From an optimization exercise on the open Yosys and OpenROAD flow, aimed at small area; shortcuts taken in it are not production practice. In this exercise RTL edits were held to simulation tests only and were not proved equivalent to the original. Power is estimated from default activity; no workload was simulated.

## design/flow/design.v

```verilog
module eq_amul #(
    parameter integer A = 0
) (
    input  [16:0] d,
    output [31:0] s,
    output [31:0] c
);
  wire [31:0] p = {{15{d[16]}}, d};
  wire [31:0] n = ~p;
  wire [31:0] s1, c1, c0;
  assign c = {c0[30:0], 1'b0};
  generate
    if (A == 927) begin : a927          
      eq_csa #(.W(32)) r1 (.a((p << 10) | 32'd129), .b(n << 7), .c(p << 5), .s(s1), .y(c1));
      eq_csa #(.W(32)) r2 (.a(s1), .b(c1 << 1), .c(n), .s(s), .y(c0));
    end else if (A == 1966) begin : a1966  
      eq_csa #(.W(32)) r1 (.a((p << 11) | 32'd82), .b(n << 6), .c(n << 4), .s(s1), .y(c1));
      eq_csa #(.W(32)) r2 (.a(s1), .b(c1 << 1), .c(n << 1), .s(s), .y(c0));
    end else if (A == 3056) begin : a3056  
      eq_csa #(.W(32)) r1 (.a((p << 12) | 32'd1040), .b(n << 10), .c(n << 4), .s(s), .y(c0));
    end else begin : a2238               
      eq_csa #(.W(32)) r1 (.a(p << 11), .b((p << 8) | 32'd66), .c(n << 6), .s(s1), .y(c1));
      eq_csa #(.W(32)) r2 (.a(s1), .b(c1 << 1), .c(n << 1), .s(s), .y(c0));
    end
  endgenerate
endmodule
module eq_csa #(
    parameter integer W = 32
) (
    input  [W-1:0] a,
    input  [W-1:0] b,
    input  [W-1:0] c,
    output [W-1:0] s,
    output [W-1:0] y
);
  assign s = a ^ b ^ c;
  assign y = (a & b) | (a & c) | (b & c);
endmodule
module eq_rca #(
    parameter integer W = 16
) (
    input  [W-1:0] a,
    input  [W-1:0] b,
    input          ci,
    output [W-1:0] s
);
  wire [W:0] c;
  assign c[0] = ci;
  genvar i;
  generate
    for (i = 0; i < W; i = i + 1) begin : g
      assign s[i]   = a[i] ^ b[i] ^ c[i];
      assign c[i+1] = (a[i] & b[i]) | (c[i] & (a[i] ^ b[i]));
    end
  endgenerate
endmodule
module eq_add #(
    parameter integer W = 32
) (
    input  [W-1:0] a,
    input  [W-1:0] b,
    input          ci,
    output [W-1:0] s
);
  localparam integer L = (W <= 2) ? 1 : (W <= 4) ? 2 : (W <= 8) ? 3 :
                         (W <= 16) ? 4 : (W <= 32) ? 5 : 6;
  wire [W-1:0] p0 = a ^ b;
  wire [W-1:0] g0 = (a & b) | {{(W-1){1'b0}}, p0[0] & ci};
  wire [W-1:0] gl [0:L];
  wire [W-1:0] pl [0:L];
  assign gl[0] = g0;
  assign pl[0] = p0;
  genvar l, i;
  generate
    for (l = 0; l < L; l = l + 1) begin : lv
      for (i = 0; i < W; i = i + 1) begin : bt
        if ((i >> l) & 1) begin : m
          localparam integer J = ((i >> l) << l) - 1;
          assign gl[l+1][i] = gl[l][i] | (pl[l][i] & gl[l][J]);
          assign pl[l+1][i] = pl[l][i] & pl[l][J];
        end else begin : t
          assign gl[l+1][i] = gl[l][i];
          assign pl[l+1][i] = pl[l][i];
        end
      end
    end
  endgenerate
  assign s = p0 ^ {gl[L][W-2:0], ci};
endmodule
module eq_band #(
    parameter integer A  = 0,
    parameter integer B2 = 0,
    parameter integer B3 = 0,
    parameter integer B5 = 0,
    parameter integer B6 = 0
) (
    input         clk,
    input         rst,
    input         f0,
    input         f32,
    input         f33,
    input         stp1,
    input         stp2,
    input         sfst,
    input         slst,
    input  [4:0]  k,
    input  [31:0] zs1,
    input  [31:0] zc1,
    input  [15:0] g1,
    input  [15:0] g2,
    output [15:0] dout
);
  wire [15:0] y1, y2;
  wire        vy1, vy2;
  wire [31:0] ntp1, ntp2;
  wire [15:0] h11, h12, h21, h22;
  wire        hv11, hv12, hv21, hv22;
  wire [16:0] sum;
  eq_pole p1 (
    .clk(clk), .rst(rst), .f33(f33), .stp(stp1), .sum(sum),
    .zs(zs1), .zc(zc1), .ntp(ntp1),
    .h1(h11), .h2(h12), .hv1(hv11), .hv2(hv12), .y(y1), .vy(vy1));
  wire [15:0] x2 = vy1 ? (y1 << g1) : 16'd0;
  wire [16:0] d2;
  eq_zero z2 (.clk(clk), .rst(rst), .f0(f0), .f32(f32), .x(x2), .d(d2));
  wire [31:0] zs2, zc2;
  eq_amul #(.A(A)) m2 (.d(d2), .s(zs2), .c(zc2));
  eq_pole p2 (
    .clk(clk), .rst(rst), .f33(f33), .stp(stp2), .sum(sum),
    .zs(zs2), .zc(zc2), .ntp(ntp2),
    .h1(h21), .h2(h22), .hv1(hv21), .hv2(hv22), .y(y2), .vy(vy2));
  assign dout = vy2 ? (y2 << g2) : 16'd0;
  reg bit1, bit2;
  always @(posedge clk) begin
    bit1 <= k[4] ? (h21[k[3:0]] & hv21) : (h11[k[3:0]] & hv11);
    bit2 <= k[4] ? (h22[k[3:0]] & hv22) : (h12[k[3:0]] & hv12);
  end
  wire ph = stp2;
  localparam signed [16:0] C2  = -B2;
  localparam signed [16:0] C3  = -B3;
  localparam signed [16:0] C23 = -(B2 + B3);
  localparam signed [16:0] C5  = -B5;
  localparam signed [16:0] C6  = -B6;
  localparam signed [16:0] C56 = -(B5 + B6);
  reg signed [16:0] xa;
  always @(*)
    case ({ph, slst, bit1, bit2})
      4'b0001: xa = C3;
      4'b0010: xa = C2;
      4'b0011: xa = C23;
      4'b0101: xa = -C3;
      4'b0110: xa = -C2;
      4'b0111: xa = -C23;
      4'b1001: xa = C6;
      4'b1010: xa = C5;
      4'b1011: xa = C56;
      4'b1101: xa = -C6;
      4'b1110: xa = -C5;
      4'b1111: xa = -C56;
      default: xa = 17'sd0;
    endcase
  wire [16:0] acc = sfst ? 17'd0 : (ph ? {ntp2[31], ntp2[31:16]} : {ntp1[31], ntp1[31:16]});
  eq_rca #(.W(17)) add (.a(acc), .b(xa), .ci(1'b0), .s(sum));
endmodule
module eq_zero (
    input         clk,
    input         rst,
    input         f0,
    input         f32,
    input  [15:0] x,
    output [16:0] d
);
  reg [15:0] r0, r1, r2, v0, v2;
  reg [15:0] s0, s2;
  wire        sh  = (x != r0);
  wire [15:0] r1n = sh ? r0 : r1;
  wire [15:0] r2n = sh ? r1 : r2;
  wire        e0  = f32 & (x == s0);
  wire        e2  = f32 & (r2n == s2);
  wire signed [15:0] n0 = e0 ? s0 : v0;
  wire signed [15:0] n2 = e2 ? s2 : v2;
  always @(posedge clk or negedge rst)
    if (!rst) begin
      r0 <= 16'd0; r1 <= 16'd0; r2 <= 16'd0;
      v0 <= 16'd0; v2 <= 16'd0;
    end else begin
      r0 <= x;
      r1 <= r1n;
      r2 <= r2n;
      v0 <= n0;
      v2 <= n2;
    end
  always @(posedge clk)
    if (f0) begin
      s0 <= r0; s2 <= r2;
    end
  eq_add #(.W(17)) sub (.a({v0[15], v0}), .b(~{v2[15], v2}), .ci(1'b1), .s(d));
endmodule
module eq_pole (
    input             clk,
    input             rst,
    input             f33,
    input             stp,
    input      [16:0] sum,
    input      [31:0] zs,
    input      [31:0] zc,
    output reg [31:0] ntp,
    output reg [15:0] h1,
    output reg [15:0] h2,
    output reg        hv1,
    output reg        hv2,
    output reg [15:0] y,
    output reg        vy
);
  reg         shifted;
  wire [31:0] ts, tc;
  eq_csa #(.W(32)) sub (.a(zs), .b(zc), .c(ntp), .s(ts), .y(tc));
  wire [31:0] t;
  eq_add #(.W(32)) cpa (.a(ts), .b({tc[30:0], 1'b0}), .ci(1'b0), .s(t));
  wire [15:0] ynew = t[31:16];
  wire        chg = vy ? (ynew != y) : (ynew != 16'd0);
  always @(posedge clk or negedge rst)
    if (!rst) begin
      vy <= 1'b0; hv1 <= 1'b0; hv2 <= 1'b0; shifted <= 1'b0;
    end else if (f33) begin
      vy <= 1'b1;
      shifted <= chg;
      if (chg) begin
        hv1 <= vy; hv2 <= hv1;
      end
    end
  always @(posedge clk)
    if (f33) begin
      y <= ynew;
      if (chg) begin
        h1 <= y; h2 <= h1;
      end
    end
  always @(posedge clk)
    if (stp & ~shifted)
      ntp <= {sum[16:1], sum[0], ntp[15:1]};
endmodule
module filter_all (
    input             clk,
    input             clk_enable,
    input             reset,
    input      [31:0] filter_in,
    output reg [31:0] filter_out_all,
    input      [15:0] filter_gain_100_1k_1,
    input      [15:0] filter_gain_100_1k_2,
    input      [15:0] filter_gain_1k_3k_1,
    input      [15:0] filter_gain_1k_3k_2,
    input      [15:0] filter_gain_3k_5k_1,
    input      [15:0] filter_gain_3k_5k_2,
    input      [15:0] filter_gain_5k_8k_1,
    input      [15:0] filter_gain_5k_8k_2,
    input      [15:0] filter_gain_6k_15k_1,
    input      [15:0] filter_gain_6k_15k_2
);
  reg [5:0] cnt;
  always @(posedge clk or negedge reset)
    if (!reset) cnt <= 6'd0;
    else if (cnt == 6'd33) cnt <= 6'd0;
    else cnt <= cnt + 6'd1;
  wire f0  = (cnt == 6'd0);
  wire f32 = (cnt == 6'd32);
  wire [4:0] k = cnt[4:0];              
  reg f33, stp1, stp2, sfst, slst;
  always @(posedge clk or negedge reset)
    if (!reset) begin
      f33 <= 1'b0; stp1 <= 1'b0; stp2 <= 1'b0; sfst <= 1'b0; slst <= 1'b0;
    end else begin
      f33  <= f32;
      stp1 <= ~cnt[5] & ~cnt[4];
      stp2 <= ~cnt[5] & cnt[4];
      sfst <= ~cnt[5] & (cnt[3:0] == 4'd0);
      slst <= ~cnt[5] & (cnt[3:0] == 4'd15);
    end
  wire [16:0] d1;
  eq_zero z1 (.clk(clk), .rst(reset), .f0(f0), .f32(f32),
              .x(filter_in[31:16]), .d(d1));
  wire [31:0] s927, c927, s1966, c1966, s3056, c3056, s2238, c2238;
  eq_amul #(.A(927))  m0 (.d(d1), .s(s927),  .c(c927));
  eq_amul #(.A(1966)) m1 (.d(d1), .s(s1966), .c(c1966));
  eq_amul #(.A(3056)) m3 (.d(d1), .s(s3056), .c(c3056));
  eq_amul #(.A(2238)) m4 (.d(d1), .s(s2238), .c(c2238));
  wire [15:0] o0, o1, o2, o3, o4;
  eq_band #(.A(927),  .B2(-32478), .B3(16097), .B5(-30279), .B6(14116)) b0 (
    .clk(clk), .rst(reset), .f0(f0), .f32(f32), .f33(f33), .stp1(stp1), .stp2(stp2), .sfst(sfst), .slst(slst), .k(k),
    .zs1(s927), .zc1(c927),
    .g1(filter_gain_100_1k_1), .g2(filter_gain_100_1k_2), .dout(o0));
  eq_band #(.A(1966), .B2(-30704), .B3(14659), .B5(-27287), .B6(12647)) b1 (
    .clk(clk), .rst(reset), .f0(f0), .f32(f32), .f33(f33), .stp1(stp1), .stp2(stp2), .sfst(sfst), .slst(slst), .k(k),
    .zs1(s1966), .zc1(c1966),
    .g1(filter_gain_1k_3k_1), .g2(filter_gain_1k_3k_2), .dout(o1));
  eq_band #(.A(1966), .B2(-24232), .B3(13199), .B5(-27761), .B6(14044)) b2 (
    .clk(clk), .rst(reset), .f0(f0), .f32(f32), .f33(f33), .stp1(stp1), .stp2(stp2), .sfst(sfst), .slst(slst), .k(k),
    .zs1(s1966), .zc1(c1966),
    .g1(filter_gain_3k_5k_1), .g2(filter_gain_3k_5k_2), .dout(o2));
  eq_band #(.A(3056), .B2(-20931), .B3(12567), .B5(-13402), .B6(11679)) b3 (
    .clk(clk), .rst(reset), .f0(f0), .f32(f32), .f33(f33), .stp1(stp1), .stp2(stp2), .sfst(sfst), .slst(slst), .k(k),
    .zs1(s3056), .zc1(c3056),
    .g1(filter_gain_5k_8k_2), .g2(filter_gain_5k_8k_2), .dout(o3));
  eq_band #(.A(2238), .B2(-29802), .B3(14189), .B5(-25864), .B6(19134)) b4 (
    .clk(clk), .rst(reset), .f0(f0), .f32(f32), .f33(f33), .stp1(stp1), .stp2(stp2), .sfst(sfst), .slst(slst), .k(k),
    .zs1(s2238), .zc1(c2238),
    .g1(filter_gain_6k_15k_1), .g2(filter_gain_6k_15k_2), .dout(o4));
  wire [18:0] a0 = {3'd0, o0}, a1 = {3'd0, o1}, a2 = {3'd0, o2},
              a3 = {3'd0, o3}, a4 = {3'd0, o4};
  wire [18:0] u1s, u1c, u2s, u2c, u3s, u3c, sn;
  eq_csa #(.W(19)) sa1 (.a(a0), .b(a1), .c(a2), .s(u1s), .y(u1c));
  eq_csa #(.W(19)) sa2 (.a(u1s), .b({u1c[17:0], 1'b0}), .c(a3), .s(u2s), .y(u2c));
  eq_csa #(.W(19)) sa3 (.a(u2s), .b({u2c[17:0], 1'b0}), .c(a4), .s(u3s), .y(u3c));
  eq_add #(.W(19)) sa4 (.a(u3s), .b({u3c[17:0], 1'b0}), .ci(1'b0), .s(sn));
  reg [18:0] s;
  always @(posedge clk or negedge reset)
    if (!reset) s <= 19'd0;
    else if (clk_enable) s <= sn;
  wire [31:0] dry = (|filter_gain_100_1k_1) ? filter_in : 32'd0;
  wire [15:0] bh = s[15:0] + {13'd0, s[18:16]};
  wire [31:0] on;
  eq_add #(.W(32)) oa2 (.a(dry), .b({bh, s[15:0]}), .ci(1'b0), .s(on));
  always @(posedge clk or negedge reset)
    if (!reset) filter_out_all <= 32'd0;
    else filter_out_all <= on;
endmodule
```

## design/flow/flow/run.sh

```bash
#!/bin/bash
# Own layout flow. It runs the standard synthesis unchanged, then maps the
# combinational logic again for area (registers, full-adder cells and tie
# cells stay as the standard synthesis made them; a full adder may be turned
# into its dual, with inverted inputs and outputs, where that saves
# inverters), then the standard layout
# steps with two changes: the port buffers are buf_1 cells, and clock tree
# synthesis inserts no dummy loads. Each tool writes its output to a log file
# of its own in the work folder (log_*.txt).
set -euo pipefail
W=$(pwd)
F=$W/flow
R=$W/orfs/results/${FLOW_PLATFORM}/filter_all/base
LIB=$FLOW_HOME/platforms/${FLOW_PLATFORM}/lib/sky130_fd_sc_hd__tt_025C_1v80.lib
YOSYS=$FLOW_HOME/../tools/install/yosys/bin/yosys
[ -x "$YOSYS" ] || YOSYS=yosys

# 1. the standard synthesis
bash standard.sh synth > $W/log_1_synth.txt 2>&1

# 2. area-oriented re-mapping of the combinational logic
cp $R/1_2_yosys.v $W/netlist_standard.v
python3 $F/conv.py $LIB $W/netlist_standard.v $W/remap_conv.v $W/remap_stubs.v fa_,conb_ > $W/log_2_conv.txt 2>&1
python3 $F/faflip.py $W/remap_conv.v $W/remap_in.v > $W/log_2_faflip.txt 2>&1
DONT_USE="-dont_use sky130_fd_sc_hd__lpflow_bleeder_1 -dont_use sky130_fd_sc_hd__lpflow_clkbufkapwr_1 -dont_use sky130_fd_sc_hd__lpflow_clkbufkapwr_16 -dont_use sky130_fd_sc_hd__lpflow_clkbufkapwr_2 -dont_use sky130_fd_sc_hd__lpflow_clkbufkapwr_4 -dont_use sky130_fd_sc_hd__lpflow_clkbufkapwr_8 -dont_use sky130_fd_sc_hd__lpflow_clkinvkapwr_1 -dont_use sky130_fd_sc_hd__lpflow_clkinvkapwr_16 -dont_use sky130_fd_sc_hd__lpflow_clkinvkapwr_2 -dont_use sky130_fd_sc_hd__lpflow_clkinvkapwr_4 -dont_use sky130_fd_sc_hd__lpflow_clkinvkapwr_8 -dont_use sky130_fd_sc_hd__lpflow_decapkapwr_12 -dont_use sky130_fd_sc_hd__lpflow_decapkapwr_3 -dont_use sky130_fd_sc_hd__lpflow_decapkapwr_4 -dont_use sky130_fd_sc_hd__lpflow_decapkapwr_6 -dont_use sky130_fd_sc_hd__lpflow_decapkapwr_8 -dont_use sky130_fd_sc_hd__lpflow_inputiso0n_1 -dont_use sky130_fd_sc_hd__lpflow_inputiso0p_1 -dont_use sky130_fd_sc_hd__lpflow_inputiso1n_1 -dont_use sky130_fd_sc_hd__lpflow_inputiso1p_1 -dont_use sky130_fd_sc_hd__lpflow_inputisolatch_1 -dont_use sky130_fd_sc_hd__lpflow_isobufsrc_1 -dont_use sky130_fd_sc_hd__lpflow_isobufsrc_16 -dont_use sky130_fd_sc_hd__lpflow_isobufsrc_2 -dont_use sky130_fd_sc_hd__lpflow_isobufsrc_4 -dont_use sky130_fd_sc_hd__lpflow_isobufsrc_8 -dont_use sky130_fd_sc_hd__lpflow_isobufsrckapwr_16 -dont_use sky130_fd_sc_hd__lpflow_lsbuf_lh_hl_isowell_tap_1 -dont_use sky130_fd_sc_hd__lpflow_lsbuf_lh_hl_isowell_tap_2 -dont_use sky130_fd_sc_hd__lpflow_lsbuf_lh_hl_isowell_tap_4 -dont_use sky130_fd_sc_hd__lpflow_lsbuf_lh_isowell_4 -dont_use sky130_fd_sc_hd__lpflow_lsbuf_lh_isowell_tap_1 -dont_use sky130_fd_sc_hd__lpflow_lsbuf_lh_isowell_tap_2 -dont_use sky130_fd_sc_hd__lpflow_lsbuf_lh_isowell_tap_4 -dont_use sky130_fd_sc_hd__probe_p_8 -dont_use sky130_fd_sc_hd__probec_p_8 "
$YOSYS -l $W/log_3_remap.txt -p "read_verilog $W/remap_stubs.v; read_verilog $W/remap_in.v; hierarchy -check -top $FLOW_TOP; proc; opt; techmap; opt -purge; abc -liberty $LIB $DONT_USE -constr $F/abc.constr -script $F/remap.abc; opt_clean -purge; stat -liberty $LIB; write_verilog -noattr $W/netlist_remapped.v" > /dev/null 2>&1
cp $W/netlist_remapped.v $R/1_2_yosys.v
touch $R/1_2_yosys.v

# 3. the standard layout of the re-mapped netlist
bash standard.sh \
  "BUFFER_PORTS_ARGS=-buffer_cell sky130_fd_sc_hd__buf_1" \
  "CTS_ARGS=-sink_clustering_enable -repair_clock_nets -dont_use_dummy_load -sink_clustering_size 30 -sink_clustering_max_diameter 75 -buf_list {sky130_fd_sc_hd__clkbuf_16}" \
  finish > $W/log_4_layout.txt 2>&1
```

## design/flow/flow/abc.constr

```
set_driving_cell sky130_fd_sc_hd__buf_1
set_load 5
```

## design/flow/flow/conv.py

```python
#!/usr/bin/env python3
"""Turn a mapped netlist into one yosys can re-map: every combinational cell
becomes assigns of its liberty functions; registers and the cells whose names
start with one of KEEP_PREFIXES (default fa_,ha_,conb_) stay as instances of
black-box modules (written to the stub file).

usage: conv.py LIBERTY NETLIST OUT_NETLIST OUT_STUBS [KEEP_PREFIXES]
"""
import re
import sys

lib_path, net_path, out_path, stub_path = sys.argv[1:5]
lib = open(lib_path).read()


def cell_body(name):
    m = re.search(r'\n\s*cell\s*\(\s*"?%s"?\s*\)\s*\{' % re.escape(name), lib)
    start = m.end()
    depth, i = 1, start
    while depth > 0:
        c = lib[i]
        if c == '{':
            depth += 1
        elif c == '}':
            depth -= 1
        i += 1
    return lib[start:i]


info = {}


def cell_info(name):
    if name not in info:
        body = cell_body(name)
        outs = re.findall(r'pin\s*\(\s*"?(\w+)"?\s*\)\s*\{[^{}]*?direction\s*:\s*"?output"?\s*;'
                          r'[^{}]*?function\s*:\s*"([^"]+)"', body, re.S)
        seq = ('ff (' in body or 'ff(' in body or 'latch (' in body or 'latch(' in body
               or 'statetable' in body)
        pins = re.findall(r'pin\s*\(\s*"?(\w+)"?\s*\)\s*\{[^{}]*?direction\s*:\s*"?(\w+)"?',
                          body, re.S)
        info[name] = (outs, seq, pins)
    return info[name]


def keep(t):
    outs, seq, _ = cell_info(t)
    base = t.split('__', 1)[1]
    return seq or len(outs) == 0 or base.startswith(KEEP_PREFIX)


KEEP_PREFIX = tuple(sys.argv[5].split(',')) if len(sys.argv) > 5 else ('fa_', 'ha_', 'conb_')
kept = set()


def conv(m):
    typ, conns = m.group(1), m.group(3)
    pins = dict((p, n.strip()) for p, n in re.findall(r'\.(\w+)\(([^()]*)\)', conns))
    if keep(typ):
        kept.add(typ)
        return m.group(0)
    res = []
    for opin, f in cell_info(typ)[0]:
        if opin not in pins:
            continue
        e = re.sub(r'\b([A-Za-z]\w*)\b',
                   lambda mm: '(' + pins[mm.group(1)] + ' )' if mm.group(1) in pins else mm.group(1), f)
        e = e.replace('!', '~')
        e = re.sub(r'\)\s+\(', ') & (', e)
        res.append("assign %s = %s;" % (pins[opin], e))
    return "\n  ".join(res)


net = open(net_path).read()
net = re.sub(r'(sky130_fd_sc_hd__\w+)\s+(\S+)\s*\((.*?)\);', conv, net, flags=re.S)
open(out_path, 'w').write(net)

stubs = []
for t in sorted(kept):
    pins = cell_info(t)[2]
    decl = "\n".join("  %s %s;" % ('output' if d == 'output' else 'input', p) for p, d in pins)
    stubs.append("(* blackbox *)\nmodule %s(%s);\n%s\nendmodule\n" % (t, ", ".join(p for p, d in pins), decl))
open(stub_path, 'w').write("\n".join(stubs))
print("kept cell types:", " ".join(sorted(kept)))
```

## design/flow/flow/faflip.py

```python
#!/usr/bin/env python3
"""Choose, for each full-adder cell of a converted netlist, whether to use it
with all inputs and outputs inverted (a full adder is self-dual), so that
fewer inverters are left between full adders and registers, where the
re-mapping cannot absorb them. Rewrites the netlist with the chosen cells
wrapped in inverters; the re-mapping cancels inverter pairs.

usage: faflip.py IN_NETLIST OUT_NETLIST
"""
import re
import sys
import collections

src = open(sys.argv[1]).read()
inst_re = re.compile(r'(sky130_fd_sc_hd__\w+)\s+(\S+)\s*\((.*?)\);', re.S)
assign_re = re.compile(r'assign\s+(.+?)\s*=\s*(.+?);', re.S)

cells = []
for m in inst_re.finditer(src):
    typ, name, conns = m.group(1), m.group(2), m.group(3)
    pins = dict((p, n.strip()) for p, n in re.findall(r'\.(\w+)\(([^()]*)\)', conns))
    cells.append((typ, name, pins, m.span()))

inv_of = {}          # net -> (net it copies or inverts, parity)
for m in assign_re.finditer(src):
    lhs, rhs = m.group(1).strip(), m.group(2).strip()
    k = 0
    while True:
        r = rhs.strip()
        if r.startswith('~'):
            k ^= 1
            rhs = r[1:]
            continue
        if r.startswith('(') and r.endswith(')'):
            # strip one pair of outer parentheses if they match each other
            depth = 0
            ok = True
            for i, ch in enumerate(r):
                depth += (ch == '(') - (ch == ')')
                if depth == 0 and i < len(r) - 1:
                    ok = False
                    break
            if ok:
                rhs = r[1:-1]
                continue
        break
    r = rhs.strip()
    if re.fullmatch(r'\\?\S+', r) and not re.search(r'[&|^~()]', r):
        inv_of[lhs] = (r, k)

fa = [c for c in cells if c[0].split('__')[1].startswith('fa_')]
fa_idx = {c[1]: i for i, c in enumerate(fa)}
out_of = {}          # net -> (fa index, pin)
for i, (t, n, p, s) in enumerate(fa):
    out_of[p['SUM']] = (i, 'SUM')
    out_of[p['COUT']] = (i, 'COUT')
fixed_out = set()    # nets driven by registers
fixed_in = collections.defaultdict(int)  # net -> count of register D pins reading it
for t, n, p, s in cells:
    b = t.split('__')[1]
    if b.startswith(('df', 'edf', 'sdf')):
        for k, v in p.items():
            if k in ('Q', 'Q_N'):
                fixed_out.add(v)
            elif k == 'D':
                fixed_in[v] += 1


def source(net):
    """walk back through inverters: (root net, parity)"""
    k = 0
    seen = 0
    while net in inv_of and seen < 8:
        net, kk = inv_of[net]
        k ^= kk
        seen += 1
    return net, k


# edges: (fa_i or None for fixed, parity k, fa_j or None for fixed consumer)
edges = []
for j, (t, n, p, s) in enumerate(fa):
    for pin in ('A', 'B', 'CIN'):
        root, k = source(p[pin])
        if root in out_of:
            edges.append((out_of[root][0], k, j))
        elif root in fixed_out:
            edges.append((None, k, j))
# FA outputs read by registers (possibly through inverters)
for net, cnt in fixed_in.items():
    root, k = source(net)
    if root in out_of:
        edges.append((out_of[root][0], k, None))

flip = [0] * len(fa)


def cost():
    return sum(((flip[a] if a is not None else 0) ^ k ^ (flip[b] if b is not None else 0)) for a, k, b in edges)


adj = collections.defaultdict(list)
for e in edges:
    a, k, b = e
    if a is not None:
        adj[a].append(e)
    if b is not None and b != a:
        adj[b].append(e)

before = cost()
improved = True
while improved:
    improved = False
    for i in range(len(fa)):
        c0 = sum(((flip[a] if a is not None else 0) ^ k ^ (flip[b] if b is not None else 0)) for a, k, b in adj[i])
        flip[i] ^= 1
        c1 = sum(((flip[a] if a is not None else 0) ^ k ^ (flip[b] if b is not None else 0)) for a, k, b in adj[i])
        if c1 < c0:
            improved = True
        else:
            flip[i] ^= 1
after = cost()

# rewrite
out = []
last = 0
extra = []
for i, (t, n, p, span) in enumerate(fa):
    if not flip[i]:
        continue
    newp = dict(p)
    tag = re.sub(r'\W', '_', n)
    for pin in ('A', 'B', 'CIN'):
        w = 'fi_%s_%s' % (tag, pin)
        extra.append('  wire %s;\n  assign %s = ~(%s );' % (w, w, p[pin]))
        newp[pin] = w
    for pin in ('SUM', 'COUT'):
        w = 'fo_%s_%s' % (tag, pin)
        extra.append('  wire %s;\n  assign %s = ~(%s );' % (w, p[pin], w))
        newp[pin] = w
    txt = '%s %s (\n%s\n  );' % (t, n, ',\n'.join('    .%s(%s)' % (k, v) for k, v in newp.items()))
    out.append((span, txt))
res = []
pos = 0
for (a, b), txt in sorted(out):
    res.append(src[pos:a])
    res.append(txt)
    pos = b
res.append(src[pos:])
res = ''.join(res)
k = res.rfind('endmodule')
res = res[:k] + '\n'.join(extra) + '\n' + res[k:]
open(sys.argv[2], 'w').write(res)
print('full adders %d, flipped %d, inverter edges %d -> %d' % (len(fa), sum(flip), before, after))
```

## design/flow/flow/remap.abc

```
strash
dc2
&get -n
&st
&syn2
&dch
&put
map -D 5000
topo
buffer -c
upsize -c
dnsize -c
stime -c
```

## design/flow/standard.sh

```bash
#!/bin/bash
# synth_recipe.tcl (not shown) runs the flow's synth.tcl, then flattens the netlist and writes it again
# the make line also repeats each setting of config.mk as NAME=value (left out here)
make -C /OpenROAD-flow-scripts/flow DESIGN_CONFIG=/design/flow/config.mk WORK_HOME=/design/flow/orfs CLKGATE_MAP_FILE= SYNTH_SCRIPT=/design/flow/synth_recipe.tcl "${@:-finish}"
```

## design/flow/config.mk

```make
export PLATFORM = sky130hd
export DESIGN_NAME = filter_all
export DESIGN_NICKNAME = filter_all
export VERILOG_FILES = /design/flow/design.v
export SDC_FILE = /design/flow/constraint.sdc
export NUM_CORES = 8
export LEC_CHECK = 0
export CAP_MARGIN = 20
export CORE_MARGIN = 2
export CORE_UTILIZATION = 65
export CTS_BUF_LIST = sky130_fd_sc_hd__clkbuf_8 sky130_fd_sc_hd__clkbuf_16
export CTS_CLUSTER_DIAMETER = 70
export CTS_CLUSTER_SIZE = 25
export SLEW_MARGIN = 20
```

## design/flow/constraint.sdc

```tcl
create_clock -name core_clock -period 10.0 [get_ports {clk}]
set_input_delay 2.0000 -clock core_clock [delete_from_list [all_inputs] [get_ports {clk}]]
set_output_delay 2.0000 -clock core_clock [all_outputs]
set_load 0.01 [all_outputs]
```

==> results of run 1 <==
==> per-layer routing <==
metal / part of all wire / up-vias
met4: 0.047 / 8
met1: 0.41 / 36620
li1: - / 34770
met3: 0.090 / 559
met2: 0.45 / 3352
met5: 0.00019 / -
==> what timing repair did <==
action,in CTS,in global routing
hold buffers,0,0
buffers inserted,0,13
endpoints found under the setup margin,0,310
resized for setup,0,82
==> critical path, delay by kind of cell, from the launching register on <==
kind / cells / cell delay (ns)
adder cells (fa/ha/maj): 4 / 1.78
AO/OA/AOI/OAI: 15 / 2.33
buffers and inverters: 13 / 1.00
XOR/XNOR: 1 / 0.30
flip-flops: 1 / 0.38
AND/OR/NAND/NOR: 29 / 3.30
==> flip-flops by register name, summed over array words and instances (netlist names), 19 cells and up <==
register	cells
b3.p1.ntp	28
filter_out_all	32
b4.p2.ntp	31
b3.p2.ntp	28
b4.p1.ntp	31
b0.p1.ntp	32
b1.p1.ntp	31
b0.p2.ntp	32
b2.p2.ntp	31
s	19
b1.p2.ntp	31
b2.p1.ntp	31
==> layout by cell type (no fill, tap or decap), drive strengths merged, types with 142 or more instances in the layout <==
cell type,n
a21oi,430
buf,346
dfrtp,573
edfxtp,978
fa,554
inv,1476
nand2,1678
nand3,194
nor2,1326
nor3,191
o21ai,926
o22ai,208
xnor2,142
xor2,454
==> metrics by stage <==
| stage | TNS, ns | util |
|---|---|---|
| after floorplan | 0 | - |
| after global placement | 0 | 0.6798 |
| after detailed placement | 0 | 0.6800 |
| after CTS | 0 | 0.6971 |
| after global routing | -0.9781 | 0.7006 |
| final | 0 | 0.7006 |
==> path summary, 6_finish.rpt <==
path | endpoint | cells past startpoint
worst min register to register | b1.p2.h1[6]$_DFFE_PP_ | 0
worst min-delay path | b1.p2.h1[6]$_DFFE_PP_ | 0
worst max register to register | b2.p1.h2[11]$_DFFE_PP_ | 62
max in group asynchronous | b0.z2.v2[8]$_DFFE_PN0P_ | 3
min in group asynchronous | b2.z2.r2[15]$_DFF_PN0_ | 1
worst max-delay path | b2.p1.h2[11]$_DFFE_PP_ | 62
==> layout make-up <==
cell class / count / area, µm²
antenna: 8 / 20.02
clock buffer: 100 / 2502
fill: 11250 / 43740
inverter: 1494 / 5652
multi-input combinational: 7019 / 45860
sequential: 1561 / 43910
tap: 1917 / 2399
timing repair buffer: 349 / 1997
timing repair inverter: 1 / 8.758
==> report_power, final <==
group,internal (µW),switching [µW]
Clock,1760,2110
Combinational,139,324
Sequential,6850,35.9
Total,8750,2470
==> metrics.md, run 1 <==
| Metric | Value |
|---|---|
| Slew Limit Headroom | 0.2667 |
| CTS H-tree lvls | 3 |
| P_leak | 0.04410 µW |
| Clock root buffer | clkbuf_16 |
| DR vias/cell | 6.050 |
| Met1 Use GR | 0.5043 |
| # DRC | 0 |
| Worst-path fanout max | 17 |
| Area Growth Syn to Fin | 6.666% |
| Die Width | 388.2 µm |
| WP data required | 10.47 ns |
| Startpoint types | flip-flop |
| Final worst slack | 0.6064 ns |
| Clock Skew | 0.1045 ns |
| Avg WL per Cell | 21.81 µm |
| Vias in the first global route | 73690 |
| Final hold slack | 0.4002 ns |
| Max IR drop VDD | 0.1674 mV |
| Pwr Density | 109.6 nW/µm² |
| First-pass GRT wire length | 417.8 mm |
| TritonCTS sink count | 1561 |
| Reg2reg start | z1.v0[0]$_DFFE_PN0P_ |
| Port Buffer Count | 210 |
| Drt total wl | 271.6 mm |
| Syn Nets | 11070 |
| Design Area, Final | 102400 µm² |
| CP max stage cell | fa_1 |
| # nets final | 11280 |
| Mean Syn Cell Area | 9.301 µm² |
| Via Count | 75310 |
| Tot Pwr | 11220 µW |
| GR Layer Usage met2 | 0.5577 |
| Global Route met3 Usage | 0.06059 |
| Clk pin slew, worst setup/hold paths | 0.07 ns |
| Crit path DAT | 9.86 ns |
| Min-delay worst type | flip-flop to flip-flop |
| Clk latency of the worst-skew pair | 0.75 ns |
| Final worst-path cycle share | 0.9394 |
| Maximum buffer depth of the clock tree | 3 |
| Total CTS buffers | 100 |
| GRT busiest layer | met2 |
| Layout cells sized above 1 | 0.06110 |
| Fin crit period | 9.394 ns |
| Most used cell, CP | nor2_1 |
| Core area | 146100 µm² |
| Pre-CTS WS | 0.1503 ns |
| Finished Layout Cells | 12450 |
| CP max stage delay | 0.58 ns |
| Flop2flop setup slack | 0.61 ns |
| CTS tree | yes |
| GR Util All Layers | 0.3589 |
| Placed Cells | 12330 |
| Antenna violations before repair | 13 |
| Yosys warns | 11 |
| Std-Cell Rows | 140 |
| Die Area | 150700 µm² |
| I/O pin total | 227 |
| Crit. End Element | flip-flop |
| Max Clock Freq | 106.5 MHz |
| Initial Util | 0.6568 |
| DR pass1 iterations | 8 |
| Gr ovfl total | 0 |
| Final hold vios | 0 |
| Max Transition Viols Final | 0 |
| Final antenna-violating net count | 0 |
| Starting DRT DRC Count | 8049 |
| Max_cap viols | 0 |
| Crit. Startpoint | z1.v0[0]$_DFFE_PN0P_ |
| Post-DP HPWL | 208.5 mm |
| Status | no timing/DRC/antenna violations |
| Synth Instances | 10320 |
| Crit Path Class | flip-flop to flip-flop |
| Worst slew pin tran | 1.086 ns |
| Largest net degree at the start of global routing | 166 |
| Min-delay src | b1.p2.y[6]$_DFFE_PP_ |
| Cell Area, Placed | 99340 µm² |
| Setup violators final | 0 |
| Die Ht | 388.2 µm |
| Routability Congestion | 1.031 |
| Cell Area, Synth | 95960 µm² |
==> run 2: changes to the inputs <==
--- a/design/flow/design.v
+++ b/design/flow/design.v
@@ -11,15 +11,15 @@
   assign c = {c0[30:0], 1'b0};
   generate
     if (A == 927) begin : a927          
-      eq_csa #(.W(32)) r1 (.a((p << 10) | 32'd129), .b(n << 7), .c(p << 5), .s(s1), .y(c1));
+      eq_csa #(.W(32)) r1 (.a((p << 10)), .b(n << 7), .c(p << 5), .s(s1), .y(c1));
       eq_csa #(.W(32)) r2 (.a(s1), .b(c1 << 1), .c(n), .s(s), .y(c0));
     end else if (A == 1966) begin : a1966  
-      eq_csa #(.W(32)) r1 (.a((p << 11) | 32'd82), .b(n << 6), .c(n << 4), .s(s1), .y(c1));
+      eq_csa #(.W(32)) r1 (.a((p << 11)), .b(n << 6), .c(n << 4), .s(s1), .y(c1));
       eq_csa #(.W(32)) r2 (.a(s1), .b(c1 << 1), .c(n << 1), .s(s), .y(c0));
     end else if (A == 3056) begin : a3056  
-      eq_csa #(.W(32)) r1 (.a((p << 12) | 32'd1040), .b(n << 10), .c(n << 4), .s(s), .y(c0));
+      eq_csa #(.W(32)) r1 (.a((p << 12)), .b(n << 10), .c(n << 4), .s(s), .y(c0));
     end else begin : a2238               
-      eq_csa #(.W(32)) r1 (.a(p << 11), .b((p << 8) | 32'd66), .c(n << 6), .s(s1), .y(c1));
+      eq_csa #(.W(32)) r1 (.a(p << 11), .b((p << 8)), .c(n << 6), .s(s1), .y(c1));
       eq_csa #(.W(32)) r2 (.a(s1), .b(c1 << 1), .c(n << 1), .s(s), .y(c0));
     end
   endgenerate
@@ -159,7 +159,9 @@
       4'b1111: xa = -C56;
       default: xa = 17'sd0;
     endcase
-  wire [16:0] acc = sfst ? 17'd0 : (ph ? {ntp2[31], ntp2[31:16]} : {ntp1[31], ntp1[31:16]});
+  localparam [16:0] KA = (A == 927) ? 17'd1056 : (A == 1966) ? 17'd2048 :
+                         (A == 3056) ? 17'd4096 : 17'd2304;
+  wire [16:0] acc = sfst ? KA : (ph ? {ntp2[31], ntp2[31:16]} : {ntp1[31], ntp1[31:16]});
   eq_rca #(.W(17)) add (.a(acc), .b(xa), .ci(1'b0), .s(sum));
 endmodule
 module eq_zero (
@@ -194,7 +196,7 @@
     if (f0) begin
       s0 <= r0; s2 <= r2;
     end
-  eq_add #(.W(17)) sub (.a({v0[15], v0}), .b(~{v2[15], v2}), .ci(1'b1), .s(d));
+  eq_add #(.W(17)) sub (.a({v0[15], v0}), .b(~{v2[15], v2}), .ci(1'b0), .s(d));
 endmodule
 module eq_pole (
     input             clk,
--- a/design/flow/flow/run.sh
+++ b/design/flow/flow/run.sh
@@ -30,5 +30,5 @@
 # 3. the standard layout of the re-mapped netlist
 bash standard.sh \
   "BUFFER_PORTS_ARGS=-buffer_cell sky130_fd_sc_hd__buf_1" \
-  "CTS_ARGS=-sink_clustering_enable -repair_clock_nets -dont_use_dummy_load -sink_clustering_size 30 -sink_clustering_max_diameter 75 -buf_list {sky130_fd_sc_hd__clkbuf_16}" \
+  "CTS_ARGS=-sink_clustering_enable -repair_clock_nets -dont_use_dummy_load -sink_clustering_size 30 -sink_clustering_max_diameter 70 -buf_list {sky130_fd_sc_hd__clkbuf_16}" \
   finish > $W/log_4_layout.txt 2>&1
--- a/design/flow/config.mk
+++ b/design/flow/config.mk
@@ -7,7 +7,7 @@
 export LEC_CHECK = 0
 export CAP_MARGIN = 20
 export CORE_MARGIN = 2
-export CORE_UTILIZATION = 65
+export CORE_UTILIZATION = 78
 export CTS_BUF_LIST = sky130_fd_sc_hd__clkbuf_8 sky130_fd_sc_hd__clkbuf_16
 export CTS_CLUSTER_DIAMETER = 70
 export CTS_CLUSTER_SIZE = 25
==> metrics.md, run 2 <==
| Metric | Value |
|---|---|
| Starting DRT DRC Count | 12250 (was 8049) |
| Max_cap viols | 0 (unchanged) |
| Largest net degree at the start of global routing | 137 (was 166) |
| DR pass1 iterations | 8 (unchanged) |
| Reg2reg start | b1.z2.v0[0]$_DFFE_PN0P_ (was z1.v0[0]$_DFFE_PN0P_) |
| Fin crit period | 9.671 ns (was 9.394 ns) |
| Worst hold stages | 0 (unchanged) |
| GR Util All Layers | 0.4686 (was 0.3589) |
| Mean Syn Cell Area | 9.322 µm² (was 9.301 µm²) |
| Most frequent cells in the layout | nand2_1, nor2_1, inv_1, edfxtp_1, o21ai_0 (was nand2_1, inv_1, nor2_1, edfxtp_1, o21ai_0) |
| Clock root buffer | clkbuf_16 (unchanged) |
| Status | no timing/DRC/antenna violations (unchanged) |
| CTS H-tree lvls | 3 (unchanged) |
| TritonCTS sink count | 1561 (unchanged) |
| Hold_buf cts | 0 (unchanged) |
| Layout cells sized above 1 | 0.05425 (was 0.06110) |
| Clock Skew | 0.09087 ns (was 0.1045 ns) |
| Die Ht | 352.9 µm (was 388.2 µm) |
| P_leak | 0.04266 µW (was 0.04410 µW) |
| WP data required | 10.45 ns (was 10.47 ns) |
| Yosys warns | 11 (unchanged) |
| Max Clock Freq | 103.4 MHz (was 106.5 MHz) |
| Commonest non-fill, non-tap cell in the layout | nand2_1 (unchanged) |
| Max IR drop VDD | 0.1545 mV (was 0.1674 mV) |
| Final hold vios | 0 (unchanged) |
| Worst-path fanout max | 33 (was 17) |
| Worst r2r path cells | 45 (was 62) |
| Crit Path Class | flip-flop to flip-flop (unchanged) |
| Setup violators final | 0 (unchanged) |
| Switching portion of total power | 0.2424 (was 0.2198) |
| Final antenna-violating net count | 0 (unchanged) |
| Slew Limit Headroom | 0.1925 (was 0.2667) |
| Final worst-path cycle share | 0.9671 (was 0.9394) |
| Min-delay src | b1.z2.r0[14]$_DFF_PN0_ (was b1.p2.y[6]$_DFFE_PP_) |
| Maximum buffer depth of the clock tree | 3 (unchanged) |
| Tot Pwr | 11730 µW (was 11220 µW) |
| Total CTS buffers | 96 (was 100) |
| Core area | 121200 µm² (was 146100 µm²) |
| Crit path DAT | 10.12 ns (was 9.86 ns) |
| Max Transition Viols Final | 0 (unchanged) |
| Finished Layout Cells | 12010 (was 12450) |
| Synth Instances | 10190 (was 10320) |
| Pint | 8889 µW (was 8752 µW) |
| Sequential share of power | 0.591 (was 0.614) |
| Via Count | 79880 (was 75310) |
| Largest registers | b0.p1.ntp x32, b0.p2.ntp x32, filter_out_all x32 (unchanged) |
| Clk pin slew, worst setup/hold paths | 0.11 ns (was 0.07 ns) |
| Syn Nets | 10920 (was 11070) |
| First-pass GRT wire length | 447.2 mm (was 417.8 mm) |
| Flop2flop setup slack | 0.33 ns (was 0.61 ns) |
| Vias in the first global route | 78850 (was 73690) |
| Die Area | 124500 µm² (was 150700 µm²) |
| Cell Area, Synth | 94940 µm² (was 95960 µm²) |
| Port Buffer Count | 210 (unchanged) |
| Routability Congestion | 1.053 (was 1.031) |
| I/O pin total | 227 (unchanged) |
| Layout Utilization | 0.8315 (was 0.7006) |
| Avg WL per Cell | 24.46 µm (was 21.81 µm) |
| Worst min-delay path endpoint | b1.z2.s0[14]$_DFFE_PN_ (was b1.p2.h1[6]$_DFFE_PP_) |
| Placed Cells | 11870 (was 12330) |
| Antenna violations before repair | 22 (was 13) |
| DR vias/cell | 6.650 (was 6.050) |
| Min-delay worst type | flip-flop to flip-flop (unchanged) |
| CTS tree | yes (unchanged) |
| P_sw | 2845 µW (was 2466 µW) |
| Worst slew pin tran | 1.211 ns (was 1.086 ns) |
| # nets final | 11100 (was 11280) |
| RR Endpoint | b1.p2.h1[13]$_DFFE_PP_ (was b2.p1.h2[11]$_DFFE_PP_) |
| Area Growth Syn to Fin | 6.174% (was 6.666%) |
| Gr ovfl total | 0 (unchanged) |
| Final hold slack | 0.3851 ns (was 0.4002 ns) |
| # DRC | 0 (unchanged) |
| CP max stage delay | 0.62 ns (was 0.58 ns) |
| Clock network power share | 0.325 (was 0.345) |
| Std-Cell Rows | 128 (was 140) |
| Drt total wl | 293.8 mm (was 271.6 mm) |
| Clk latency of the worst-skew pair | 0.77 ns (was 0.75 ns) |
| Comb pwr share | 0.083 (was 0.041) |
| Startpoint types | flip-flop (unchanged) |
| CP max stage cell | fa_1 (unchanged) |
| Die Width | 352.9 µm (was 388.2 µm) |
| Pwr Density | 116.4 nW/µm² (was 109.6 nW/µm²) |
| Post-DP HPWL | 217.2 mm (was 208.5 mm) |
| Crit. End Element | flip-flop (unchanged) |
| Initial Util | 0.7831 (was 0.6568) |
run 2: cell count changes in the layout (fill, tap and decap cells not counted), moves of 15 or more:
cell     delta
diode_2    +18
o21ai_0    +61
a21oi_2    -15
o22ai_1    -19
o21ai_1    +18
xor2_1     +22
nor2_1    +127
nand3_1    -27
a22o_1     -48
inv_1      -89
fa_1       -16
mux2_2     +16
nand2_1   -146
run 2: cell type report:
class                           instances  area, µm²
Antenna cell                           26      65.06
Sequential cell                      1561      43920
Multi-Input combinational cell       6972      45250
Inverter                             1394       5278
Tap cell                             1625       2033
Timing Repair Buffer                  337       1856
Fill cell                            6730      20430
Clock buffer                           96       2402
run 2: worst max path at each step:
stage                                   to  cells past startpoint  slack [ns]               startpoint
finish              b1.p2.h1[13]$_DFFE_PP_                     45        0.33  b1.z2.v0[0]$_DFFE_PN0P_
global route        b0.p2.h1[10]$_DFFE_PP_                     52       -0.14  b0.z2.v0[0]$_DFFE_PN0P_
CTS                  b0.p1.h2[0]$_DFFE_PP_                     52        0.02     z1.v0[0]$_DFFE_PN0P_
detailed placement   b0.p2.h2[7]$_DFFE_PP_                     50       -0.02  b0.z2.v0[0]$_DFFE_PN0P_
global placement     b1.p1.h1[8]$_DFFE_PP_                     56        0.45     z1.v0[0]$_DFFE_PN0P_
floorplan            b2.p1.h1[0]$_DFFE_PP_                     47        0.40     z1.v0[0]$_DFFE_PN0P_
run 2: metal layers:
layer	GRT usage	vias up	wire length (µm)
met1	0.5904	37760	98470
li1	-	34370	-
met2	0.7174	6219	132800
met3	0.1244	1509	37230
met4	0.3218	16	25110
met5	0	-	161
run 2: worst max-delay path, delay by kind of cell, from the launching register on:
kind,cells,cell delay [ns]
AOI/OAI and AO/OA,18,3.32
xor gates and xnor gates,2,0.54
adders and majority gates,6,2.82
buffers and inverters,7,0.94
DFF,1,0.38
and+or+nand+nor,12,1.35
run 2: metrics by stage:
step | setup WS (ns) | setup TNS [ns] | cell area (µm²)
after floorplan | 0.4032 | 0 | 94950
after CTS | 0.01526 | 0 | 100200
after global placement | 0.4535 | 0 | 97760
after detailed placement | -0.01728 | -0.5281 | 97760
final | 0.3290 | 0 | 100800
after global routing | -0.1448 | -8.372 | 100800
run 2: what timing repair did:
item                                   CTS  global route
endpoints found under the hold margin    0             0
setup endpoints to repair               62           308
gates cloned                             0             1
buffers inserted                         0            13
gates resized for setup                  2           101
pin swaps                                0             8
run 2: power by group through the flow:
stage | sequential, µW | combinational (µW) | clock, µW
5_1_grt | 6940 | 1060 | 3960
6_report | 6940 | 976 | 3820
3_5_place_dp | 7070 | 910 | 0
3_3_place_gp | 7070 | 857 | 0
2_1_floorplan | 7060 | 614 | 0
4_1_cts | 6940 | 937 | 3750
==> run 3: changes to the inputs <==
==> design/flow/flow/remap.abc (replaced) <==
strash
dc2
&get -n
&st
&syn2
&dch
&put
map -D 5500
topo
buffer -c
upsize -c
dnsize -c
stime -c
--- a/design/flow/config.mk
+++ b/design/flow/config.mk
@@ -7,7 +7,7 @@
 export LEC_CHECK = 0
 export CAP_MARGIN = 20
 export CORE_MARGIN = 2
-export CORE_UTILIZATION = 78
+export CORE_UTILIZATION = 75
 export CTS_BUF_LIST = sky130_fd_sc_hd__clkbuf_8 sky130_fd_sc_hd__clkbuf_16
 export CTS_CLUSTER_DIAMETER = 70
 export CTS_CLUSTER_SIZE = 25
==> metrics.md, run 3 <==
| Metric | Value |
|---|---|
| Status | no timing/DRC/antenna violations (unchanged) |
| Core area | 125600 µm² (was 121200 µm²) |
| Avg WL per Cell | 23.49 µm (was 24.46 µm) |
| Starting DRT DRC Count | 11370 (was 12250) |
| # nets final | 11150 (was 11100) |
| Fill cells | 7686 (was 6730) |
| Reg2reg start | z1.v0[0]$_DFFE_PN0P_ (was b1.z2.v0[0]$_DFFE_PN0P_) |
| Synth Instances | 10190 (about the same) |
| Max Clock Freq | 103.1 MHz (was 103.4 MHz) |
| Antenna violations before repair | 17 (was 22) |
| Layout cells sized above 1 | 0.05426 (was 0.05425) |
| Clk latency of the worst-skew pair | 0.80 ns (was 0.77 ns) |
| Die Ht | 359.6 µm (was 352.9 µm) |
| Routability Congestion | 1.038 (was 1.053) |
| DR pass1 iterations | 10 (was 8) |
| Min-delay worst type | flip-flop to flip-flop (unchanged) |
| WP data required | 10.44 ns (was 10.45 ns) |
| CP max stage delay | 0.57 ns (was 0.62 ns) |
| GR Util All Layers | 0.4327 (was 0.4686) |
| Max_cap viols | 0 (unchanged) |
| Multi-input logic area | 45120 µm² (was 45250 µm²) |
| Largest registers | b0.p1.ntp x32, b0.p2.ntp x32, filter_out_all x32 (unchanged) |
| Setup violators final | 0 (unchanged) |
| Design Area, Final | 101100 µm² (was 100800 µm²) |
| TritonCTS sink count | 1561 (unchanged) |
| Sequential share of power | 0.589 (was 0.591) |
| Final antenna-violating net count | 0 (unchanged) |
| Worst path top cell family by delay | simple AND/OR/NAND/NOR gates (was compound AO/OA/AOI/OAI gates) |
| Comb pwr share | 0.079 (was 0.083) |
| Post-DP HPWL | 211.8 mm (was 217.2 mm) |
| # DRC | 0 (unchanged) |
| Worst slew pin tran | 1.134 ns (was 1.211 ns) |
| Initial Util | 0.7552 (was 0.7831) |
| Final worst-path cycle share | 0.9703 (was 0.9671) |
| Final hold slack | 0.3941 ns (was 0.3851 ns) |
| P_sw | 2818 µW (was 2845 µW) |
| Yosys warns | 11 (unchanged) |
| Syn Nets | 10930 (was 10920) |
| Crit. End Element | flip-flop (unchanged) |
| Cell Area, Placed | 97890 µm² (was 97760 µm²) |
| Clock Skew | 0.1271 ns (was 0.09087 ns) |
| Slew Limit Headroom | 0.2360 (was 0.1925) |
| FF+latch area | 43920 µm² (about the same) |
| Maximum buffer depth of the clock tree | 3 (unchanged) |
| I/O pin total | 227 (unchanged) |
| P_leak | 0.04295 µW (was 0.04266 µW) |
| Max Transition Viols Final | 0 (unchanged) |
| Worst hold stages | 0 (unchanged) |
| Switching portion of total power | 0.2392 (was 0.2424) |
| Drt total wl | 283.7 mm (was 293.8 mm) |
| Crit path DAT | 10.15 ns (was 10.12 ns) |
| Pwr Density | 116.5 nW/µm² (was 116.4 nW/µm²) |
| Crit path buffers/inverters | 11 (was 7) |
| Die Area | 129300 µm² (was 124500 µm²) |
| Pint | 8964 µW (was 8889 µW) |
| CTS tree | yes (unchanged) |
| Hold_buf cts | 0 (unchanged) |
| Max IR drop VDD | 0.1739 mV (was 0.1545 mV) |
| CP max stage cell | fa_1 (unchanged) |
| Area Growth Syn to Fin | 6.652% (was 6.174%) |
| Final hold vios | 0 (unchanged) |
| Via Count | 78420 (was 79880) |
| Most used cell, CP | nor2_2 |
| Cell Area, Synth | 94830 µm² (was 94940 µm²) |
| Gr ovfl total | 0 (unchanged) |
| Worst r2r path cells | 61 (was 45) |
| Commonest non-fill, non-tap cell in the layout | nand2_1 (unchanged) |
| Crit. Startpoint | z1.v0[0]$_DFFE_PN0P_ (was b1.z2.v0[0]$_DFFE_PN0P_) |
| WP depth | 61 (was 45) |
| Clock root buffer | clkbuf_16 (unchanged) |
| First-pass GRT wire length | 430.4 mm (was 447.2 mm) |
| Worst setup path endpoint | b2.p1.h2[8]$_DFFE_PP_ (was b1.p2.h1[13]$_DFFE_PP_) |
| Largest net degree at the start of global routing | 163 (was 137) |
| Port Buffer Count | 210 (unchanged) |
| Mean Syn Cell Area | 9.305 µm² (was 9.322 µm²) |
| Die Width | 359.6 µm (was 352.9 µm) |
| RR Endpoint | b2.p1.h2[8]$_DFFE_PP_ (was b1.p2.h1[13]$_DFFE_PP_) |
| Crit Path Class | flip-flop to flip-flop (unchanged) |
| Worst-path fanout max | 19 (was 33) |
| Clock network power share | 0.332 (was 0.325) |
| DR vias/cell | 6.492 (was 6.650) |
| CTS H-tree lvls | 3 (unchanged) |
| Total CTS buffers | 101 (was 96) |
| Std-Cell Rows | 130 (was 128) |
| Startpoint types | flip-flop (unchanged) |
| Clk pin slew, worst setup/hold paths | 0.11 ns (about the same) |
| Flop2flop setup slack | 0.30 ns (was 0.33 ns) |
| Fin crit period | 9.703 ns (was 9.671 ns) |
| Most frequent cells in the layout | nand2_1, nor2_1, inv_1, edfxtp_1, o21ai_0 (unchanged) |
| Vias in the first global route | 76400 (was 78850) |
run 3: worst min path at each step:
stage / startpoint / end / slack, ns
2_1_floorplan: b0.z2.r2[13]$_DFF_PN0_ / b0.z2.s2[13]$_DFFE_PN_ / 0.42
3_3_place_gp: b0.z2.r2[3]$_DFF_PN0_ / b0.z2.s2[3]$_DFFE_PN_ / 0.42
3_5_place_dp: b2.p2.h1[13]$_DFFE_PP_ / b2.p2.h2[13]$_DFFE_PP_ / 0.43
4_1_cts: b3.p2.h1[15]$_DFFE_PP_ / b3.p2.h2[15]$_DFFE_PP_ / 0.40
5_1_grt: b3.p2.h1[15]$_DFFE_PP_ / b3.p2.h2[15]$_DFFE_PP_ / 0.40
6_report: b3.p2.h1[15]$_DFFE_PP_ / b3.p2.h2[15]$_DFFE_PP_ / 0.39
run 3: through the flow:
step / TNS [ns] / util / std cells / setup WS (ns) / total power, µW
2_1_floorplan: 0 / - / 10190 / 0.2090 / 7668
3_3_place_gp: 0 / 0.7795 / 11930 / 0.2957 / 7914
3_5_place_dp: -5.850 / 0.7796 / 11930 / -0.1807 / 7966
4_1_cts: 0 / 0.7998 / 12030 / 0.05272 / 11720
5_1_grt: -13.75 / 0.8053 / 12070 / -0.1388 / 12050
6_report: 0 / 0.8054 / 12080 / 0.2974 / 11780
run 3: power by group through the flow:
stage | sequential, µW | combinational (µW) | clock [µW]
2_1_floorplan | 7060 | 607 | 0
3_3_place_gp | 7070 | 847 | 0
3_5_place_dp | 7070 | 894 | 0
4_1_cts | 6930 | 907 | 3870
5_1_grt | 6940 | 1030 | 4070
6_report | 6940 | 930 | 3910
run 3: repair_timing:
item / 4_1_cts / 5_1_grt
gates resized for setup: 5 / 99
endpoints found under the setup margin: 63 / 341
gates cloned: 0 / 3
pin swaps: 0 / 20
buffers inserted: 0 / 28
run 3: cell type report:
class / instances / share of cell area
antenna: 16 / 0.0003959
tap: 1650 / 0.02041
clock buffer: 101 / 0.02499
multi-input combinational: 6978 / 0.4461
timing repair buffer: 379 / 0.02193
sequential: 1561 / 0.4342
timing repair inverter: 1 / 0.00007423
inverter: 1393 / 0.05185
run 3: worst reg2reg max path, delay by kind of cell, from the launching register on:
kind | cells | cell delay [ns]
flip-flops | 1 | 0.39
AND/OR/NAND/NOR | 26 | 2.96
multiplexers | 1 | 0.20
adder cells (fa/ha/maj) | 4 | 1.77
AO/OA/AOI/OAI | 17 | 2.42
XOR/XNOR | 2 | 0.41
buffers and inverters | 11 | 1.21
run 3: metal layers:
| metal | track usage | wire (µm) |
|---|---|---|
| met5 | 0 | 180 |
| met1 | 0.5631 | 100900 |
| met2 | 0.6725 | 129100 |
| met3 | 0.09994 | 33500 |
| met4 | 0.2552 | 19950 |
==> run 4: changes to the inputs <==
==> design/flow/flow/remap.abc (replaced) <==
strash
dc2
&get -n
&st
&syn2
&dch
&put
map -D 5000
topo
buffer -c
upsize -c
dnsize -c
stime -c
==> metrics.md, run 4 <==
| Metric | Value |
|---|---|
| Most frequent cells in the layout | nand2_1, nor2_1, inv_1, edfxtp_1, o21ai_0 (unchanged) |
| Status | no timing/DRC/antenna violations (unchanged) |
| Layout cells sized above 1 | 0.05567 (was 0.05426) |
| Clock network power share | 0.321 (was 0.332) |
| Commonest non-fill, non-tap cell in the layout | nand2_1 (unchanged) |
| Worst path top cell family by delay | compound AO/OA/AOI/OAI gates (was simple AND/OR/NAND/NOR gates) |
| First-pass GRT wire length | 433.8 mm (was 430.4 mm) |
| Max IR drop VDD | 0.1655 mV (was 0.1739 mV) |
| Crit path buffers/inverters | 8 (was 11) |
| GR Util All Layers | 0.4359 (was 0.4327) |
| Cell Area, Synth | 94940 µm² (was 94830 µm²) |
| Max_cap viols | 0 (unchanged) |
| Worst-path fanout max | 33 (was 19) |
| Final worst-path cycle share | 0.9596 (was 0.9703) |
| Die Area | 129500 µm² (was 129300 µm²) |
| Startpoint types | flip-flop (unchanged) |
| Final hold slack | 0.3531 ns (was 0.3941 ns) |
| Mean Syn Cell Area | 9.322 µm² (was 9.305 µm²) |
| Crit path DAT | 10.04 ns (was 10.15 ns) |
| Std-Cell Rows | 130 (unchanged) |
| # DRC | 0 (unchanged) |
| Maximum buffer depth of the clock tree | 3 (unchanged) |
| Clk latency of the worst-skew pair | 0.79 ns (was 0.80 ns) |
| Max Transition Viols Final | 0 (unchanged) |
| Syn Nets | 10920 (was 10930) |
| Antenna violations before repair | 16 (was 17) |
| Fin crit period | 9.596 ns (was 9.703 ns) |
| WP data required | 10.44 ns (about the same) |
| Largest net degree at the start of global routing | 148 (was 163) |
| Switching portion of total power | 0.2396 (was 0.2392) |
| Pre-CTS WS | -0.07956 ns (was -0.1807 ns) |
| Min-delay worst type | flip-flop to flip-flop (unchanged) |
| Drt total wl | 284.4 mm (was 283.7 mm) |
| Crit Path Class | flip-flop to flip-flop (unchanged) |
| Clk pin slew, worst setup/hold paths | 0.10 ns (was 0.11 ns) |
| Largest registers | b0.p1.ntp x32, b0.p2.ntp x32, filter_out_all x32 (unchanged) |
| Port Buffer Count | 210 (unchanged) |
| Synth Instances | 10190 (about the same) |
| Pwr Density | 115.2 nW/µm² (was 116.5 nW/µm²) |
| # nets final | 11100 (was 11150) |
| DR pass1 iterations | 7 (was 10) |
| Final antenna-violating net count | 0 (unchanged) |
| Core area | 125600 µm² (unchanged) |
| Setup violators final | 0 (unchanged) |
| Die Ht | 359.8 µm (was 359.6 µm) |
| CP max stage cell | fa_1 (unchanged) |
| Avg WL per Cell | 23.65 µm (was 23.49 µm) |
| CTS H-tree lvls | 3 (unchanged) |
| Gr ovfl total | 0 (unchanged) |
| Die Width | 359.8 µm (was 359.6 µm) |
| Crit. End Element | flip-flop (unchanged) |
| Final hold vios | 0 (unchanged) |
| TritonCTS sink count | 1561 (unchanged) |
| Final worst slack | 0.4040 ns (was 0.2974 ns) |
| CP max stage delay | 0.54 ns (was 0.57 ns) |
| Pint | 8834 µW (was 8964 µW) |
| Starting DRT DRC Count | 10930 (was 11370) |
| Via Count | 78260 (was 78420) |
| DR vias/cell | 6.507 (was 6.492) |
| Sequential share of power | 0.597 (was 0.589) |
| Post-DP HPWL | 213.3 mm (was 211.8 mm) |
| Area Growth Syn to Fin | 6.237% (was 6.652%) |
| Clock root buffer | clkbuf_16 (unchanged) |
| CTS tree | yes (unchanged) |
| Hold_buf cts | 0 (unchanged) |
| Total CTS buffers | 93 (was 101) |
| Worst slew pin tran | 1.284 ns (was 1.134 ns) |
| Yosys warns | 11 (unchanged) |
| P_leak | 0.04271 µW (was 0.04295 µW) |
| Initial Util | 0.7561 (was 0.7552) |
| Comb pwr share | 0.082 (was 0.079) |
| Slew Limit Headroom | 0.1347 (was 0.2360) |
| P_sw | 2784 µW (was 2818 µW) |
| Routability Congestion | 1.051 (was 1.038) |
| Vias in the first global route | 77200 (was 76400) |
| I/O pin total | 227 (unchanged) |
| Clock Skew | 0.1193 ns (was 0.1271 ns) |
| Max Clock Freq | 104.2 MHz (was 103.1 MHz) |
run 4: power by group through the flow:
stage               registers (µW)  clock network, µW  logic (µW)
floorplan                     7060                  0         614
global placement              7070                  0         872
detailed placement            7070                  0         913
CTS                           6930               3690         927
global route                  6940               3890        1050
finish                        6940               3730         951
run 4: routing by layer:
metal / track usage / wire, µm / part of all wire
met5: 0 / 25 / 0.000088
met1: 0.5583 / 99650 / 0.35
met4: 0.2668 / 21890 / 0.077
met2: 0.6851 / 130100 / 0.46
met3: 0.09746 / 32690 / 0.11
run 4: final timing paths:
| path | from | endpoint | slack, ns | cells after the start |
|---|---|---|---|---|
| min in group asynchronous | reset | b1.z2.r1[0]$_DFFE_PN0N_ | 1.24 | 1 |
| max | b1.z2.v0[0]$_DFFE_PN0P_ | b1.p2.h1[2]$_DFFE_PP_ | 0.40 | 51 |
| max reg2reg | b1.z2.v0[0]$_DFFE_PN0P_ | b1.p2.h1[2]$_DFFE_PP_ | 0.40 | 51 |
| max in group asynchronous | reset | z1.v0[2]$_DFFE_PN0P_ | 6.66 | 3 |
| min reg2reg | b4.p1.h1[6]$_DFFE_PP_ | b4.p1.h2[6]$_DFFE_PP_ | 0.35 | 0 |
| min | b4.p1.h1[6]$_DFFE_PP_ | b4.p1.h2[6]$_DFFE_PP_ | 0.35 | 0 |
run 4: worst reg2reg max path, delay by kind of cell, from the launching register on:
kind,cells,cell delay [ns]
AO/OA/AOI/OAI,15,2.66
buffers and inverters,8,0.96
AND/OR/NAND/NOR,21,2.57
flip-flops,1,0.40
XOR/XNOR,1,0.23
adder cells (fa/ha/maj),6,2.51
run 4: stage by stage:
step / TNS [ns] / std cells / utilization / cell area (µm²) / total power, µW
2_1_floorplan: 0 / 10190 / - / 94950 / 7675
3_5_place_dp: -2.518 / 11900 / 0.7790 / 97820 / 7985
5_1_grt: -15.94 / 12020 / 0.8032 / 100900 / 11880
4_1_cts: 0 / 11990 / 0.7977 / 100200 / 11550
6_report: 0 / 12030 / 0.8033 / 100900 / 11620
3_3_place_gp: 0 / 11900 / 0.7789 / 97810 / 7939
run 4: timing repair:
item | in CTS | in global routing
setup endpoints to repair | 141 | 313
setup buffers | 0 | 19
hold endpoints to repair | 0 | 0
pin swaps | 0 | 21
gates resized for setup | 9 | 108
cloned | 0 | 0
run 4: layout make-up:
cell class,count,area [µm²]
diodes,11,27.53
clock buffers,93,2327
fillers,7563,24700
inverters,1394,5250
multi-input cells,6971,45350
flip-flops and latches,1561,43920
well taps,1650,2064
repair buffers,346,1931
==> run 5: changes to the inputs <==
--- a/design/flow/config.mk
+++ b/design/flow/config.mk
@@ -7,7 +7,7 @@
 export LEC_CHECK = 0
 export CAP_MARGIN = 20
 export CORE_MARGIN = 2
-export CORE_UTILIZATION = 75
+export CORE_UTILIZATION = 65
 export CTS_BUF_LIST = sky130_fd_sc_hd__clkbuf_8 sky130_fd_sc_hd__clkbuf_16
 export CTS_CLUSTER_DIAMETER = 70
 export CTS_CLUSTER_SIZE = 25
==> metrics.md, run 5 <==
| Metric | Value |
|---|---|
| Design Area, Final | 101600 µm² (was 100900 µm²) |
| FF+latch area | 43920 µm² (unchanged) |
| # DRC | 0 (unchanged) |
| Vias in the first global route | 72970 (was 77200) |
| Min-delay worst type | flip-flop to flip-flop (unchanged) |
| Max Clock Freq | 105.7 MHz (was 104.2 MHz) |
| Mean Syn Cell Area | 9.322 µm² (unchanged) |
| Std-Cell Rows | 140 (was 130) |
| CP max stage delay | 0.63 ns (was 0.54 ns) |
| I/O pin total | 227 (unchanged) |
| Status | no timing/DRC/antenna violations (unchanged) |
| Fill cells | 11190 (was 7563) |
| WP data required | 10.41 ns (was 10.44 ns) |
| Multi-input logic area | 45060 µm² (was 45350 µm²) |
| Die Ht | 386.2 µm (was 359.8 µm) |
| Most frequent cells in the layout | nand2_1, nor2_1, inv_1, edfxtp_1, o21ai_0 (unchanged) |
| TritonCTS sink count | 1561 (unchanged) |
| Antenna violations before repair | 11 (was 16) |
| Worst slew pin tran | 1.267 ns (was 1.284 ns) |
| Max IR drop VDD | 0.1491 mV (was 0.1655 mV) |
| Crit. End Element | flip-flop (unchanged) |
| Avg WL per Cell | 22.36 µm (was 23.65 µm) |
| WP depth | 46 (was 51) |
| Clock Skew | 0.09886 ns (was 0.1193 ns) |
| Final worst-path cycle share | 0.9458 (was 0.9596) |
| Starting DRT DRC Count | 7398 (was 10930) |
| Largest registers | b0.p1.ntp x32, b0.p2.ntp x32, filter_out_all x32 (unchanged) |
| Via Count | 74620 (was 78260) |
| Clk latency of the worst-skew pair | 0.81 ns (was 0.79 ns) |
| Cell Area, Placed | 98410 µm² (was 97820 µm²) |
| Drt total wl | 275.9 mm (was 284.4 mm) |
| Clk pin slew, worst setup/hold paths | 0.11 ns (was 0.10 ns) |
| Area Growth Syn to Fin | 7.031% (was 6.237%) |
| Commonest non-fill, non-tap cell in the layout | nand2_1 (unchanged) |
| Startpoint types | flip-flop (unchanged) |
| Max_cap viols | 0 (unchanged) |
| DR vias/cell | 6.047 (was 6.507) |
| Worst path top cell family by delay | simple AND/OR/NAND/NOR gates (was compound AO/OA/AOI/OAI gates) |
| Finished Layout Cells | 12340 (was 12030) |
| CP max stage cell | fa_1 (unchanged) |
| Placed Cells | 12200 (was 11900) |
| Yosys warns | 11 (unchanged) |
| Final hold vios | 0 (unchanged) |
| Post-DP HPWL | 212.1 mm (was 213.3 mm) |
| Clock root buffer | clkbuf_16 (unchanged) |
| Syn Nets | 10920 (unchanged) |
| Worst-path fanout max | 37 (was 33) |
| GR Util All Layers | 0.3716 (was 0.4359) |
| CTS H-tree lvls | 3 (unchanged) |
==> run 5: worst reg2reg max path, delay by kind of cell, from the launching register on <==
family                     cells  cell delay [ns]
and+or+nand+nor               20             2.48
buffers and inverters          6             0.93
adders and majority gates      5             2.33
muxes                          1             0.19
DFF                            1             0.38
xor gates and xnor gates       3             0.66
AOI/OAI and AO/OA             11             2.10
==> run 5: power breakdown <==
group	switching [µW]	internal (µW)
sequential	48.2	6890
combinational	615	303
clock	2170	1960
==> run 5: layout make-up <==
cell class                      instances  area share
Clock buffer                          112     0.02758
Multi-Input combinational cell       6971      0.4434
Timing Repair Buffer                  378     0.02129
Inverter                             1394     0.05174
Sequential cell                      1561      0.4322
Tap cell                             1917     0.02360
Antenna cell                            7   0.0001724
==> run 5: routing by layer <==
metal	wire length [µm]	up-vias	global-route usage	part of all wire
met5	41	-	0	0.00015
met4	17560	6	0.1997	0.064
met3	25770	677	0.08005	0.093
met2	125200	3467	0.5757	0.45
met1	107300	35990	0.4938	0.39
li1	-	34490	-	-
==> run 5: path summary, 6_finish.rpt <==
path / from / to / slack, ns
min in group asynchronous: reset / b1.z2.r2[3]$_DFF_PN0_ / 1.29
setup reg to reg: z1.v0[0]$_DFFE_PN0P_ / b2.p1.h1[2]$_DFFE_PP_ / 0.54
setup / recovery: z1.v0[0]$_DFFE_PN0P_ / b2.p1.h1[2]$_DFFE_PP_ / 0.54
max in group asynchronous: reset / s[13]$_DFFE_PN0P_ / 6.94
hold / removal: b4.p2.h1[0]$_DFFE_PP_ / b4.p2.h2[0]$_DFFE_PP_ / 0.40
hold reg to reg: b4.p2.h1[0]$_DFFE_PP_ / b4.p2.h2[0]$_DFFE_PP_ / 0.40
==> run 5: metrics by stage <==
stage / util / power [µW] / setup slack (ns) / setup TNS, ns
floorplan: - / 7675 / 0.4032 / 0
global placement: 0.6768 / 7937 / 0.3841 / 0
detailed placement: 0.6769 / 7965 / 0.1220 / 0
CTS: 0.6962 / 11990 / 0.02631 / 0
global route: 0.6989 / 12340 / -0.09555 / -2.674
finish: 0.6989 / 11980 / 0.5416 / 0
==> run 5: repair_timing <==
| action | 4_1_cts | 5_1_grt |
|---|---|---|
| endpoints found under the setup margin | 0 | 278 |
| buffers inserted | 0 | 17 |
| gates resized for setup | 0 | 59 |
| hold buffers | 0 | 0 |

Re-timed with assumed drivers on the ports (clkbuf_16 on the clock, buf_2 on other inputs), run 5 has 0.542 ns of setup slack against 0.542 ns with ideal ports, and 0.153 ns once port delays also move by the mid clock arrival of 0.834 ns.
